Context: an optimization exercise on an open-source flow, tuned for small area, a short achievable clock period and few clock cycles per item. The choices shown serve that exercise and are no tape-out recipe.
Function was checked by simulation only, so behaviour that the tests miss may differ from the original.
Power is estimated from default activity; no workload was simulated.

Setup of run A:
## ALU_top
module ALU_top(
    input soc_clk,
    input reset,
    input [31:0] ALU_dat1,
    input [31:0] ALU_dat2,
    input [5:0] Instruction_from_CU,
    output ALU_overflow,
    output ALU_con_met,
    output ALU_zero,
    output ALU_err,
    output ALU_ready,
    output [31:0] ALU_out,
    output ALU_accept
);
clock: 14.0 ns
lec_check: 0
abc_area: 1
cap_margin: 20
core_margin: 2
core_utilization: 60
slew_margin: 20
standard.sh (not shown) runs the stock make flow with config.mk's settings and CLKGATE_MAP_FILE= SYNTH_SCRIPT=/design/flow/synth_recipe.tcl, a recipe that flattens the netlist after the stock synthesis.
==> flow/flow/run.sh <==
#!/bin/bash
# Standard ORFS layout (the standard.sh), with plain buf_2 port buffers, a
# setup margin so that the repair steps size the logic for a shorter period,
# and clock tree synthesis without dummy balancing loads.
set -euo pipefail
bash standard.sh "BUFFER_PORTS_ARGS=-buffer_cell sky130_fd_sc_hd__buf_2" SETUP_SLACK_MARGIN=8.15 \
  "CTS_ARGS=-sink_clustering_enable -repair_clock_nets -dont_use_dummy_load" finish > standard.log 2>&1
Run A finished every stage and its layout cleared the timing, DRC and antenna checks.
Testbench counts of run A, summed over its fixed seeds: cycles 24,000, items 12,000.
For run B, these inputs were changed with respect to run A:
Settings: CORE_UTILIZATION: 60 -> 40.
==> flow/flow/run.sh <==
#!/bin/bash
# Standard ORFS layout (the standard.sh), with plain buf_2 port buffers and a
# setup margin so that the repair steps size the logic for a shorter period.
set -euo pipefail
bash standard.sh "BUFFER_PORTS_ARGS=-buffer_cell sky130_fd_sc_hd__buf_2" SETUP_SLACK_MARGIN=8.0 finish > standard.log 2>&1
[summary]
out_r[11] as the last element of the critical path was reported by run A, and out_r[5] by run B.
Run B ended up with a lower setup slack than run A did.
Run A → run B: largest fanout on the critical path shows an increase of 62, proportion of cell area occupied by multi-input gates shows a reduction of 1.2 points, met2 usage in global routing shows a reduction of 17 points, met1 layer wirelength in the final routing shows an increase of about 20%.
Relative to run A, critical path depth has decreased by 5 in run B.
Per the comparison of run B with run A, weighted congestion reported at the end of routability-driven placement shows a reduction of about 7%, power shows an increase of 8.8%, clock network fraction of total power shows an increase of 7.2 points.

Starting RTL as in the previous note.
export LEC_CHECK = 0
export ABC_AREA = 1
export CAP_MARGIN = 20
export CORE_MARGIN = 2
export CORE_UTILIZATION = 60
export CTS_BUF_LIST = sky130_fd_sc_hd__clkbuf_8
export SLEW_MARGIN = 20
create_clock -name core_clock -period 14.0 [get_ports {soc_clk}]
==> flow/flow/run.sh <==
#!/bin/bash
# Standard ORFS layout (the standard.sh), with plain buf_2 port buffers and a
# setup margin so that the repair steps size the logic for a shorter period.
set -euo pipefail
bash standard.sh "BUFFER_PORTS_ARGS=-buffer_cell sky130_fd_sc_hd__buf_2" SETUP_SLACK_MARGIN=8.0 finish > standard.log 2>&1
Testbench counts at the start, summed over its fixed seeds: cycles 24,000, items 12,000.
Then changed:
==> flow/flow/run.sh (replaced) <==
#!/bin/bash
# Standard ORFS layout (the standard.sh), with plain buf_2 port buffers, a
# setup margin so that the repair steps size the logic for a shorter period,
# and clock tree synthesis without dummy balancing loads.
set -euo pipefail
bash standard.sh "BUFFER_PORTS_ARGS=-buffer_cell sky130_fd_sc_hd__buf_2" SETUP_SLACK_MARGIN=8.0 \
  "CTS_ARGS=-sink_clustering_enable -repair_clock_nets -dont_use_dummy_load" finish > standard.log 2>&1
CTS_BUF_LIST = default   (was sky130_fd_sc_hd__clkbuf_8)
Synthesized cell count does not change.
Utilization went down by 0.46 points.
Clock skew is unchanged.
Setup slack improved by 31 ps.
Final area went down by 0.66%.
Critical path depth went up by 5.
Cell count barely changes.
Sequential power is about the same.
Then changed:
--- a/flow/flow/run.sh
+++ b/flow/flow/run.sh
@@ -6 +6 @@
-bash standard.sh "BUFFER_PORTS_ARGS=-buffer_cell sky130_fd_sc_hd__buf_2" SETUP_SLACK_MARGIN=8.0 \
+bash standard.sh "BUFFER_PORTS_ARGS=-buffer_cell sky130_fd_sc_hd__buf_2" SETUP_SLACK_MARGIN=8.5 RECOVER_POWER=100 \
=> Now the flow completed, yet does not pass: capacitance limit, slew limit; routed wire length increases by 12%; area after synthesis is unchanged; flip-flop and latch count stays the same; power increases by 9.4%.
Then changed:
--- a/flow/flow/run.sh
+++ b/flow/flow/run.sh
@@ -6 +6 @@
-bash standard.sh "BUFFER_PORTS_ARGS=-buffer_cell sky130_fd_sc_hd__buf_2" SETUP_SLACK_MARGIN=8.5 RECOVER_POWER=100 \
+bash standard.sh "BUFFER_PORTS_ARGS=-buffer_cell sky130_fd_sc_hd__buf_2" SETUP_SLACK_MARGIN=8.25 \
After rerunning:
- Now the flow finished with timing, DRC and antenna clean
- sequential power hardly moves
- setup slack improves by 2500 ps
- hold slack barely changes
- area after synthesis does not change
Then changed:
--- a/flow/flow/run.sh
+++ b/flow/flow/run.sh
@@ -6 +6 @@
-bash standard.sh "BUFFER_PORTS_ARGS=-buffer_cell sky130_fd_sc_hd__buf_2" SETUP_SLACK_MARGIN=8.25 \
+bash standard.sh "BUFFER_PORTS_ARGS=-buffer_cell sky130_fd_sc_hd__buf_2" SETUP_SLACK_MARGIN=8.15 RECOVER_POWER=100 \
Cell area is lower by 4.2%.
Via count is lower by about 2%.
Maximum frequency is lower by about 17%.
Register-to-register slack is about the same.
Final cell count is lower by about 0.9%.
Die area does not change.
Synthesized cell count is unchanged.
Worst hold slack hardly moves.
Then changed:
==> flow/flow/run.sh (replaced) <==
#!/bin/bash
# The standard ORFS layout (standard.sh) with these changes:
# - synthesis leaves adders to ABC instead of extracting half/full-adder cells
#   (ADDER_MAP_FILE empty); everything else in synthesis is the standard script,
#   so the registers and their names are the standard synthesis's;
# - plain buf_2 port buffers;
# - a setup margin so that the repair steps size the logic for a shorter period;
# - clock tree synthesis without dummy balancing loads.
set -euo pipefail
bash standard.sh ADDER_MAP_FILE= "BUFFER_PORTS_ARGS=-buffer_cell sky130_fd_sc_hd__buf_2" SETUP_SLACK_MARGIN=8.0 \
  "CTS_ARGS=-sink_clustering_enable -repair_clock_nets -dont_use_dummy_load" finish > standard.log 2>&1
Effect: The new run finished with timing, DRC and antenna clean; final cell count increases by roughly a tenth; sequential share of layout area went down by 0.60 points; setup slack gets better by 980 ps; combinational power is lower slightly; design area rose by a few percent; global-route usage shrinks by 1.3 points; clock skew is unchanged; non-clock buffer count came out higher by 12; area after synthesis rises by a few percent; power fell slightly; routed wire length goes up by a few percent.

[afterwards: timing with drivers on the ports]
Ports are ideal in the flow. The routed layouts listed here were re-timed in OpenROAD. Step 1 assumes that a clkbuf_16 drives the clock port and a buf_2 every other input. Step 2, shift: input delay + t, output delay - t, t = (earliest + latest rising clock arrival at the registers) / 2. This alone moves slack from input paths to output paths. Slacks: ideal / step 1 / step 2; pairs: ideal / step 1.
run	t, ns	setup WS [ns]	worst data-port slew with drivers (ns)
run A	0.315	8.377 / 8.374 / 8.059	0.04
run B	0.319	8.254 / 8.270 / 7.951	0.04
the first run of note 2	0.320	8.246 / 8.255 / 7.935	0.04
the second run of note 2	0.316	8.276 / 8.286 / 7.970	0.04
the third run of note 2	0.318	5.886 / 5.896 / 5.578	0.06
the fourth run of note 2	0.316	8.385 / 8.382 / 8.066	0.04
the fifth run of note 2	0.316	7.260 / 7.253 / 6.937	0.04
the sixth run of note 2	0.326	8.244 / 8.260 / 7.934	0.03
For the fifth run of note 2, which loses most, drivers alone change the setup slack by -0.007 ns; drivers and shift together by -0.323 ns.
